Background: an optimization exercise with open tools, aiming at small area. Do not read the settings as production practice.
Power is estimated from default activity; no workload was simulated.

// Top_1553B_APB
module Top_1553B_APB
(
  APB_CLK,
  APB_RESETn,
  APB_RDATA,
  APB_READY,
  APB_SLVERR,
  APB_STRB,
  APB_PROT,
  APB_ADDR,
  APB_ENABLE,
  APB_WRITE,
  APB_WDATA,
  APB_SEL,
  rx0_1553,
  tx0_1553,
  tx0_en,
  rx1_1553,
  tx1_1553,
  tx1_en
);
Size: about 1500 flip-flops, roughly 0.038 mm² of cells after synthesis.
export LEC_CHECK = 0
export CAP_MARGIN = 20
export CORE_MARGIN = 2
export CORE_UTILIZATION = 70
export CTS_BUF_LIST = sky130_fd_sc_hd__clkbuf_8
export CTS_CLUSTER_DIAMETER = 60
export CTS_CLUSTER_SIZE = 16
export SLEW_MARGIN = 20
create_clock -name core_clock -period 10.0 [get_ports {APB_CLK}]
standard.sh (not shown) runs the stock make flow with config.mk's settings and CLKGATE_MAP_FILE= SYNTH_SCRIPT=/design/flow/synth_recipe.tcl, a recipe that flattens the netlist after the stock synthesis.
==> flow/flow/run.sh <==
#!/bin/bash
set -euo pipefail
W=$(pwd)

# synthesis script: the standard flow's, with the ABC call pointed at the area script
{
  cat <<'TCL'
proc abc {args} {
  set i [lsearch -exact $args -script]
  if {$i >= 0} { lset args [expr {$i + 1}] $::env(AREA_ABC_SCRIPT) }
  yosys abc {*}$args
}
TCL
  cat "$W/synth_recipe.tcl"
} > "$W/area_synth.tcl"
export AREA_ABC_SCRIPT="$W/flow/area.script"

CTS="-sink_clustering_enable -repair_clock_nets -sink_clustering_size 16 -sink_clustering_max_diameter 60 -buf_list sky130_fd_sc_hd__clkbuf_8 -dont_use_dummy_load"
sed -E "s#SYNTH_SCRIPT=[^ ]+#SYNTH_SCRIPT=$W/area_synth.tcl 'BUFFER_PORTS_ARGS=-buffer_cell sky130_fd_sc_hd__buf_1' 'CTS_ARGS=$CTS'#" "$W/standard.sh" > "$W/area_standard.sh"
grep -q "SYNTH_SCRIPT=$W/area_synth.tcl" "$W/area_standard.sh"

bash "$W/area_standard.sh" > "$W/flow_make.log" 2>&1
==> flow/flow/area.script <==
strash
&get -n
&st
&dch
&nf -R 100 -C 32 -F 8
&st
&dch
&nf -R 100 -C 32 -F 8
&put
topo
The baseline passed the timing, DRC and antenna checks.
==> next run, changes <==
==> flow/flow/run.sh (replaced) <==
#!/bin/bash
set -euo pipefail
W=$(pwd)

# synthesis script: the standard flow's, with the ABC call pointed at the area script
{
  cat <<'TCL'
proc abc {args} {
  set i [lsearch -exact $args -script]
  if {$i >= 0} { lset args [expr {$i + 1}] $::env(AREA_ABC_SCRIPT) }
  yosys abc {*}$args
}
TCL
  cat "$W/synth_recipe.tcl"
} > "$W/area_synth.tcl"
export AREA_ABC_SCRIPT="$W/flow/area.script"

# standard.sh with the synthesis script replaced,
# and the port buffers made with the smallest buffer cell
sed -E "s#SYNTH_SCRIPT=[^ ]+#SYNTH_SCRIPT=$W/area_synth.tcl 'BUFFER_PORTS_ARGS=-buffer_cell sky130_fd_sc_hd__buf_1'#" "$W/standard.sh" > "$W/area_standard.sh"
grep -q "SYNTH_SCRIPT=$W/area_synth.tcl" "$W/area_standard.sh"

bash "$W/area_standard.sh" > "$W/flow_make.log" 2>&1
Settings changed: CORE_UTILIZATION 70 to 80.
Clock skew falls by 18 ps. Combinational power rises by 4.2%. Fmax rises by 1.7%. Final area rises by 0.35%. Via count rises by 4.1%. Area after synthesis does not change. Sequential power is about the same. Setup slack improves by 110 ps. Utilization rises by 11 points.
No functional check of the RTL was part of any run of this note.

========
Setup of job 101:
Starting RTL as in the previous note.
==> flow/config.mk <==
export PLATFORM = sky130hd
export DESIGN_NAME = Top_1553B_APB
export DESIGN_NICKNAME = Top_1553B_APB
export VERILOG_FILES = /design/flow/design.v
export SDC_FILE = /design/flow/constraint.sdc
export NUM_CORES = 4
export LEC_CHECK = 0
export CAP_MARGIN = 20
export CORE_MARGIN = 2
export CORE_UTILIZATION = 70
export CTS_BUF_LIST = sky130_fd_sc_hd__clkbuf_8
export CTS_CLUSTER_DIAMETER = 60
export CTS_CLUSTER_SIZE = 16
export SLEW_MARGIN = 20
==> flow/constraint.sdc <==
create_clock -name core_clock -period 10.0 [get_ports {APB_CLK}]
set_input_delay 2.0000 -clock core_clock [delete_from_list [all_inputs] [get_ports {APB_CLK}]]
set_output_delay 2.0000 -clock core_clock [all_outputs]
set_load 0.01 [all_outputs]
==> flow/flow/run.sh <==
#!/bin/bash
set -euo pipefail
W=$(pwd)

# synthesis script: the standard flow's, with the ABC call pointed at the area script
{
  cat <<'TCL'
proc abc {args} {
  set i [lsearch -exact $args -script]
  if {$i >= 0} { lset args [expr {$i + 1}] $::env(AREA_ABC_SCRIPT) }
  yosys abc {*}$args
}
TCL
  cat "$W/synth_recipe.tcl"
} > "$W/area_synth.tcl"
export AREA_ABC_SCRIPT="$W/flow/area.script"

CTS="-sink_clustering_enable -repair_clock_nets -sink_clustering_size 20 -sink_clustering_max_diameter 60 -buf_list {sky130_fd_sc_hd__clkbuf_8 sky130_fd_sc_hd__clkbuf_16} -dont_use_dummy_load"
sed -E "s#SYNTH_SCRIPT=[^ ]+#SYNTH_SCRIPT=$W/area_synth.tcl 'BUFFER_PORTS_ARGS=-buffer_cell sky130_fd_sc_hd__buf_1' 'CTS_ARGS=$CTS'#" "$W/standard.sh" > "$W/area_standard.sh"
grep -q "SYNTH_SCRIPT=$W/area_synth.tcl" "$W/area_standard.sh"

bash "$W/area_standard.sh" > "$W/flow_make.log" 2>&1
Scripts as last shown in full above: flow/flow/area.script
The inputs of job 102 differ from those of job 101 as listed below.
diff --git a/flow/flow/run.sh b/flow/flow/run.sh
--- a/flow/flow/run.sh
+++ b/flow/flow/run.sh
@@ -18,2 +18,3 @@
-CTS="-sink_clustering_enable -repair_clock_nets -sink_clustering_size 20 -sink_clustering_max_diameter 60 -buf_list {sky130_fd_sc_hd__clkbuf_8 sky130_fd_sc_hd__clkbuf_16} -dont_use_dummy_load"
-sed -E "s#SYNTH_SCRIPT=[^ ]+#SYNTH_SCRIPT=$W/area_synth.tcl 'BUFFER_PORTS_ARGS=-buffer_cell sky130_fd_sc_hd__buf_1' 'CTS_ARGS=$CTS'#" "$W/standard.sh" > "$W/area_standard.sh"
+# standard.sh with the synthesis script replaced,
+# and the port buffers made with the smallest buffer cell
+sed -E "s#SYNTH_SCRIPT=[^ ]+#SYNTH_SCRIPT=$W/area_synth.tcl 'BUFFER_PORTS_ARGS=-buffer_cell sky130_fd_sc_hd__buf_1'#" "$W/standard.sh" > "$W/area_standard.sh"
In job 102 relative to job 101, number of filler instances in the final layout had gone up by a few percent. Compare job 101 and job 102 | clock latency on the worst-skew pair lower: job 101. Relative contribution of the clock network to total power (lower): job 102. Diff job 101..job 102 | sequential logic power | negligible. Total vias in the final route across job 101 and job 102: no real change. The number of antenna diodes in job 102 sits 1 above the value recorded for job 101. Sort job 101 and job 102 by post-route cell area asc -> top: job 102. Against job 101, internal power of the cells in job 102 fell by a few percent. In job 102, the worst hold slack came out 0.030 ns above the value in job 101.
Function was not checked in any run of this note: the RTL went through the layout flow alone.

[static timing again, ports no longer ideal]
The results above use ideal ports. As a check the final layouts listed here were re-extracted and re-timed, cells and wires unchanged. Step 1 sets driving cells, clkbuf_16 on the clock port and buf_2 on the other inputs (assumed; they add their load-dependent delay and slew). Step 2, shift: input delay + t, output delay - t, t = (earliest + latest rising clock arrival at the registers) / 2. This alone moves slack from input paths to output paths. a / b / c = ideal ports / drivers / drivers and shift; a / b = the first two.
run | t, ns | setup slack, ns | worst register clock-pin slew, ns
the first run of note 1 | 0.741 | 3.211 / 3.153 / 3.894 | 0.10 / 0.10
the second run of note 1 | 0.789 | 3.323 / 3.267 / 4.056 | 0.11 / 0.11
job 101 | 0.660 | 3.364 / 3.303 / 3.963 | 0.08 / 0.08
job 102 | 0.764 | 3.248 / 3.192 / 3.957 | 0.11 / 0.11
After both steps setup and hold are still met in every run listed.
